Background: an optimization exercise with open tools, aiming at small area, a short achievable clock period and few clock cycles. Do not read the settings as production practice. The RTL was checked by simulation tests, not by an equivalence proof against the original design.

==> flow/design.v (excerpt) <==
module Milestone1(
		input  logic        CLOCK_50,
		input  logic        Resetn,
		input  logic        start,
		output logic        finish,
		input  logic [15:0] SRAM_read_data,
		output logic [17:0] SRAM_address,
		output logic [15:0] SRAM_write_data,
		output logic        SRAM_we_n
);
Size: about 360 flip-flops, about 55 I/O pins, ~24000 um2 of cells after synthesis.
==> flow/config.mk <==
export PLATFORM = sky130hd
export DESIGN_NAME = Milestone1
export DESIGN_NICKNAME = Milestone1
export VERILOG_FILES = /design/flow/design.v
export SDC_FILE = /design/flow/constraint.sdc
export NUM_CORES = 4
export LEC_CHECK = 0
export CAP_MARGIN = 20
export CORE_MARGIN = 2
export CORE_UTILIZATION = 40
export PLACE_DENSITY = 0.75
export SLEW_MARGIN = 20
export SYNTH_HIERARCHICAL = 1
export SYNTH_MINIMUM_KEEP_SIZE = 0
==> flow/constraint.sdc <==
create_clock -name core_clock -period 11.5 [get_ports {CLOCK_50}]
set_input_delay 2.3000 -clock core_clock [delete_from_list [all_inputs] [get_ports {CLOCK_50}]]
set_output_delay 2.3000 -clock core_clock [all_outputs]
set_load 0.01 [all_outputs]
standard.sh (not shown) runs the stock make flow with config.mk's settings and CLKGATE_MAP_FILE= SYNTH_SCRIPT=/design/flow/synth_recipe.tcl, a recipe that flattens the netlist after the stock synthesis.
==> flow/flow/run.sh <==
#!/bin/bash
# Standard layout (unchanged synthesis), with timing repair aiming for a
# setup slack margin so that the achieved period, not just 11.5 ns, is
# optimised.  Each run writes its full output to a log of its own.
set -euo pipefail
bash standard.sh SETUP_SLACK_MARGIN=7.8 "BUFFER_PORTS_ARGS=-buffer_cell sky130_fd_sc_hd__buf_2" finish > standard.log 2>&1
Testbench counts at the start, summed over its fixed seeds: cycles 775,684.
Then changed:
==> flow/flow/run.sh (replaced) <==
#!/bin/bash
# Standard layout (unchanged synthesis), with timing repair aiming for a
# setup slack margin so that the achieved period, not just 11.5 ns, is
# optimised.  Each run writes its full output to a log of its own.
set -euo pipefail
bash standard.sh SETUP_SLACK_MARGIN=7.6 "BUFFER_PORTS_ARGS=-buffer_cell sky130_fd_sc_hd__buf_2" finish > standard.log 2>&1
Settings changed: PLACE_DENSITY 0.75 to unset.
The new run ran to the end with no violations.
Wire length goes down by 1.7%.
Final area drops by 1.6%.
Worst setup slack gains 0.0093 ns.
Hold slack is about the same.
Clock-buffer cell count rises by 1.
First-iteration DRC count shrinks by 18%.
Then changed:
==> flow/flow/run.sh (replaced) <==
#!/bin/bash
# Standard layout (unchanged synthesis), with timing repair aiming for a
# setup slack margin so that the achieved period, not just 11.5 ns, is
# optimised.  Each run writes its full output to a log of its own.
set -euo pipefail
bash standard.sh SETUP_SLACK_MARGIN=7.8 finish > standard.log 2>&1
Settings changed: CTS_BUF_LIST set to sky130_fd_sc_hd__clkbuf_4 sky130_fd_sc_hd__clkbuf_8.
Effect:
- The changed run completed without violations
- register-to-register slack gets better by 0.07 ns
- global-route usage went up by 0.77 points
- utilization went up by 1.1 points
- setup slack gets better by 0.069 ns
- critical path depth went up by 1
Then changed:
--- a/flow/flow/run.sh
+++ b/flow/flow/run.sh
@@ -4,3 +4,3 @@
 # optimised.  Each run writes its full output to a log of its own.
 set -euo pipefail
-bash standard.sh SETUP_SLACK_MARGIN=7.8 finish > standard.log 2>&1
+bash standard.sh SETUP_SLACK_MARGIN=7.9 "BUFFER_PORTS_ARGS=-buffer_cell sky130_fd_sc_hd__buf_2" finish > standard.log 2>&1
Settings changed: CTS_BUF_LIST sky130_fd_sc_hd__clkbuf_4 sky130_fd_sc_hd__clkbuf_8 to unset.
Effect: The changed run passed the timing, DRC and antenna checks. First-iteration DRC count fell by 14%. Setup slack gets worse by 0.0080 ns. Die area does not change. Wire length is lower by 0.61%. Design area came out higher by 1.4%. Sequential cell count is unchanged. Cell count hardly moves.
Then changed:
==> flow/flow/run.sh (replaced) <==
#!/bin/bash
# Standard layout (unchanged synthesis), with timing repair aiming for a
# setup slack margin so that the achieved period, not just 11.5 ns, is
# optimised.  Each run writes its full output to a log of its own.
set -euo pipefail
bash standard.sh SETUP_SLACK_MARGIN=7.8 "BUFFER_PORTS_ARGS=-buffer_cell sky130_fd_sc_hd__buf_2" finish > standard.log 2>&1
What happened:
- die area stays the same
- maximum frequency is about the same
- cell area went down by 1.6%
- synthesized cell count is unchanged
- sequential share of layout area rose by 0.52 points
- sequential cell count is unchanged
- clock-buffer cell count went down by 9
- first-iteration DRC count is lower by 5.9%
- area after synthesis stays the same

re-timing with driven ports:
Ports are ideal in the flow. The routed layouts listed here were re-timed in OpenROAD. Step 1 sets driving cells, clkbuf_16 on the clock port and buf_2 on the other inputs (assumed; they add their load-dependent delay and slew). Step 2, shift: input delay + t, output delay - t, t = (earliest + latest rising clock arrival at the registers) / 2. This alone moves slack from input paths to output paths. Slacks: ideal / step 1 / step 2; pairs: ideal / step 1.
run | t, ns | setup slack, ns | hold slack, ns | clock arrival spread, ns
the first run | 0.629 | 7.749 / 7.749 / 7.749 | 0.437 / 0.437 / 0.437 | 0.027 / 0.027
the second run | 0.631 | 7.758 / 7.758 / 7.758 | 0.438 / 0.438 / 0.438 | 0.039 / 0.039
the third run | 0.681 | 7.827 / 7.827 / 7.570 | 0.440 / 0.440 / 0.440 | 0.039 / 0.039
the fourth run | 0.633 | 7.819 / 7.819 / 7.819 | 0.437 / 0.437 / 0.437 | 0.025 / 0.025
the fifth run | 0.635 | 7.812 / 7.812 / 7.812 | 0.441 / 0.441 / 0.441 | 0.028 / 0.029
After both steps every run listed still meets setup and hold. For the third run, which loses most, drivers alone change the setup slack by 0.000 ns; drivers and shift together by -0.257 ns.
